What follows belongs to an exercise in optimizing a design on an open flow for small area, a short achievable clock period and few clock cycles per item; a production flow would make more cautious choices. At most, simulation tests tie the RTL to the original design; equivalence was not proved. Power figures rest on the tool's default switching activity, not on a simulated workload.

## dma_top
module dma_top (
    input  wire        clk,
    input  wire        reset,
    input  wire        trigger,
    input  wire [4:0]  length,
    input  wire [31:0] source_address,
    input  wire [31:0] destination_address,
    output wire        done,
    output wire [31:0] ARADDR,
    output wire        ARVALID,
    input  wire        ARREADY,
    input  wire [31:0] RDATA,
    input  wire        RVALID,
    output wire        RREADY,
    output wire [31:0] AWADDR,
    output wire        AWVALID,
    input  wire        AWREADY,
    output wire [31:0] WDATA,
    output wire        WVALID,
    input  wire        WREADY,
    input  wire        BVALID,
    output wire        BREADY
);
master_dma u_dma (
    .clk(clk),
    .reset(reset),
    .trigger(trigger),
    .length(length),
    .source_address(source_address),
    .destination_address(destination_address),
    .done(done),
    .ARADDR(ARADDR),
    .ARVALID(ARVALID),
    .ARREADY(ARREADY),
    .RDATA(RDATA),
    .RVALID(RVALID),
    .RREADY(RREADY),
    .AWADDR(AWADDR),
    .AWVALID(AWVALID),
    .AWREADY(AWREADY),
    .WDATA(WDATA),
    .WVALID(WVALID),
    .WREADY(WREADY),
    .BVALID(BVALID),
    .BREADY(BREADY)
);
endmodule
For scale: ~260 cells after synthesis, roughly 210 I/O pins.
export LEC_CHECK = 0
export CAP_MARGIN = 20
export CORE_MARGIN = 2
export CORE_UTILIZATION = 45
export CTS_BUF_LIST = sky130_fd_sc_hd__clkbuf_4 sky130_fd_sc_hd__clkbuf_8
export SETUP_SLACK_MARGIN = 1.3
export SLEW_MARGIN = 20
create_clock -name core_clock -period 3.5 [get_ports {clk}]
standard.sh (not shown) runs the stock make flow with config.mk's settings and CLKGATE_MAP_FILE= SYNTH_SCRIPT=/design/flow/synth_recipe.tcl, a recipe that flattens the netlist after the stock synthesis.
==> flow/flow/run.sh <==
#!/bin/bash
# ORFS layout with two changes from the standard one:
#  - synthesis maps the logic with a plain delay-oriented ABC script (no
#    full/half-adder extraction, no ABC buffering or resizing); everything else
#    in synthesis, including the registers, is the standard synthesis;
#  - the port buffers are the smallest buffer cell.
set -euo pipefail
here=$(pwd)
rm -rf "$here/scripts_abc"
cp -r "$FLOW_HOME/scripts" "$here/scripts_abc"
printf '&get -n\n&st\n&dch\n&nf -p\n&put\n' > "$here/scripts_abc/abc_speed.script"
bash standard.sh "SCRIPTS_DIR=$here/scripts_abc" 'ADDER_MAP_FILE=' synth > synth.log 2>&1
bash standard.sh 'BUFFER_PORTS_ARGS=-buffer_cell sky130_fd_sc_hd__buf_1' 'SETUP_MOVE_SEQUENCE=unbuffer,sizeup,swap' finish > layout.log 2>&1
The baseline finished clean.
Testbench counts at the start, summed over its fixed seeds: cycles 29,253, words 9,566.
Edit:
--- a/flow/config.mk
+++ b/flow/config.mk
@@ -11 +11 @@
-export CTS_BUF_LIST = sky130_fd_sc_hd__clkbuf_4 sky130_fd_sc_hd__clkbuf_8
+export GPL_ROUTABILITY_DRIVEN = 0
Result: The changed run produced a clean layout; core utilization is unchanged; combinational power stays flat; first-iteration DRC count is unchanged; routed wire length is unchanged; worst setup slack does not change; sequential power is about the same; global-route usage stays the same; die area does not change; via count stays the same; final cell count is unchanged.
Edit:
--- a/flow/config.mk
+++ b/flow/config.mk
@@ -11,2 +11 @@
-export GPL_ROUTABILITY_DRIVEN = 0
-export SETUP_SLACK_MARGIN = 1.3
+export SETUP_SLACK_MARGIN = 1.25
Outcome: The new run finished clean; global-route usage is unchanged; first-iteration DRC count is higher by roughly a tenth; count of clock-buffer cells in the layout stays the same; register-to-register slack barely changes; clock power stays flat; worst setup slack degrades by 12 ps; utilization barely changes; total power stays flat; design area is about the same; worst hold slack barely changes.
Edit:
--- a/flow/config.mk
+++ b/flow/config.mk
@@ -11 +11 @@
-export SETUP_SLACK_MARGIN = 1.25
+export SETUP_SLACK_MARGIN = 1.4
Effect: The changed run went through all stages and came out clean. Clock-buffer cell count does not change. Total power went up by 2.5%. Core utilization climbs by 2.4 points.

========
dma_top, a different RTL version from the one above (not shown whole).
Size in the first run: roughly 11 flip-flops, roughly 210 I/O pins.
==> flow/config.mk <==
export PLATFORM = sky130hd
export DESIGN_NAME = dma_top
export DESIGN_NICKNAME = dma_top
export VERILOG_FILES = /design/flow/design.v
export SDC_FILE = /design/flow/constraint.sdc
export NUM_CORES = 4
export LEC_CHECK = 0
export CAP_MARGIN = 20
export CORE_MARGIN = 2
export CORE_UTILIZATION = 45
export SETUP_SLACK_MARGIN = 0.8
export SLEW_MARGIN = 20
==> flow/constraint.sdc <==
create_clock -name core_clock -period 3.5 [get_ports {clk}]
set_input_delay 0.7000 -clock core_clock [delete_from_list [all_inputs] [get_ports {clk}]]
set_output_delay 0.7000 -clock core_clock [all_outputs]
set_load 0.01 [all_outputs]
==> flow/flow/run.sh <==
#!/bin/bash
# Standard ORFS layout, with the port buffers made from the smallest buffer
# cell and the adders left to ABC (no full/half-adder cell extraction).
set -euo pipefail
bash standard.sh 'BUFFER_PORTS_ARGS=-buffer_cell sky130_fd_sc_hd__buf_1' 'ADDER_MAP_FILE=' finish > orfs_make.log 2>&1
==> next run, changes <==
==> flow/flow/run.sh (replaced) <==
#!/bin/bash
# Standard ORFS layout, with the port buffers made from the smallest buffer cell.
set -euo pipefail
bash standard.sh 'BUFFER_PORTS_ARGS=-buffer_cell sky130_fd_sc_hd__buf_1' finish > orfs_make.log 2>&1
--- a/flow/config.mk
+++ b/flow/config.mk
@@ -9,4 +9,3 @@
 export CORE_MARGIN = 2
-export CORE_UTILIZATION = 45
-export SETUP_SLACK_MARGIN = 0.8
+export CORE_UTILIZATION = 40
 export SLEW_MARGIN = 20
After rerunning:
- Now the flow produced a layout that fails on negative setup slack
- final area is lower by 13%
- clock power stays flat
- utilization drops by 14 points
==> next run, changes <==
==> flow/flow/run.sh (replaced) <==
#!/bin/bash
# Standard ORFS layout, with the port buffers made from the smallest buffer
# cell and the adders left to ABC (no full/half-adder cell extraction).
set -euo pipefail
bash standard.sh 'BUFFER_PORTS_ARGS=-buffer_cell sky130_fd_sc_hd__buf_1' 'ADDER_MAP_FILE=' finish > orfs_make.log 2>&1
--- a/flow/config.mk
+++ b/flow/config.mk
@@ -9,3 +9,4 @@
 export CORE_MARGIN = 2
-export CORE_UTILIZATION = 40
+export CORE_UTILIZATION = 45
+export SETUP_SLACK_MARGIN = 0.5
 export SLEW_MARGIN = 20
What happened: Now the flow completed with no timing, DRC or antenna violations; wire length rose by 0.70%; cell count goes up by 1.2%; sequential power rises by about 4%; worst setup slack is better by 0.68 ns; worst hold slack improves by 0.064 ns; die area is lower by 7.4%.
==> next run, changes <==
--- a/flow/config.mk
+++ b/flow/config.mk
@@ -7,6 +7,7 @@
 export LEC_CHECK = 0
+export ABC_CLOCK_PERIOD_IN_PS = 1000
 export CAP_MARGIN = 20
 export CORE_MARGIN = 2
-export CORE_UTILIZATION = 45
-export SETUP_SLACK_MARGIN = 0.5
+export CORE_UTILIZATION = 60
+export SETUP_SLACK_MARGIN = 1.0
 export SLEW_MARGIN = 20
Result: With this change the flow stopped in 5_1_grt; synthesized area does not change; synthesized cell count does not change.
==> next run, changes <==
--- a/flow/config.mk
+++ b/flow/config.mk
@@ -7,7 +7,5 @@
 export LEC_CHECK = 0
-export ABC_CLOCK_PERIOD_IN_PS = 1000
 export CAP_MARGIN = 20
 export CORE_MARGIN = 2
-export CORE_UTILIZATION = 60
-export SETUP_SLACK_MARGIN = 1.0
+export CORE_UTILIZATION = 40
 export SLEW_MARGIN = 20
The changed run went through all stages and came out clean; area after synthesis stays the same; synthesized cell count is unchanged.
==> next run, changes <==
==> flow/run.sh (new file) <==
#!/bin/bash
# synth_recipe.tcl (not shown) runs the flow's synth.tcl, then flattens the netlist and writes it again
# the make line also repeats each setting of config.mk as NAME=value (left out here)
make -C /OpenROAD-flow-scripts/flow DESIGN_CONFIG=/design/flow/config.mk WORK_HOME=/design/flow/orfs CLKGATE_MAP_FILE= SYNTH_SCRIPT=/design/flow/synth_recipe.tcl finish
removed: flow/flow/run.sh
removed: flow/standard.sh
- The changed run produced a layout that fails on negative setup slack
- die area decreases by a few percent
- critical path depth increases by 7
- count of clock-buffer cells in the layout increases by 1
- clock power barely changes
- hold slack degrades by 0.068 ns
Function was not checked in any run of this note: the RTL went through the layout flow alone.

-- separate check: timing with driven ports --
How much do the figures lean on ideal ports? The routed layouts below were timed once more, with nothing changed but the port constraints.
Step 1, drivers: a clkbuf_16 drives clk and a buf_2 each remaining input, both assumed.
Step 2 adds t to the input delays and takes it off the output delays; t is the mean of the earliest and latest rising clock arrival at the registers after step 1. Input paths then give back, and output paths get back, about the clock's delay inside the block.
Slacks: no drivers / after step 1 / after step 2; pairs: no drivers / after step 1.
run	t, ns	setup WS [ns]	pins driven straight from the clock port
the first run of note 1	0.291	1.375 / 1.343 / 1.171	1
the second run of note 1	0.291	1.375 / 1.343 / 1.171	1
the third run of note 1	0.291	1.362 / 1.331 / 1.171	1
the fourth run of note 1	0.288	1.408 / 1.387 / 1.272	1
the first run of note 2	0.255	0.712 / 0.649 / 0.649	1
the second run of note 2	0.259	-0.048 / -0.088 / -0.088	1
the third run of note 2	0.255	0.632 / 0.596 / 0.596	1
the fifth run of note 2	0.256	0.541 / 0.491 / 0.491	1
the sixth run of note 2	0.253	-0.013 / -0.062 / -0.062	1
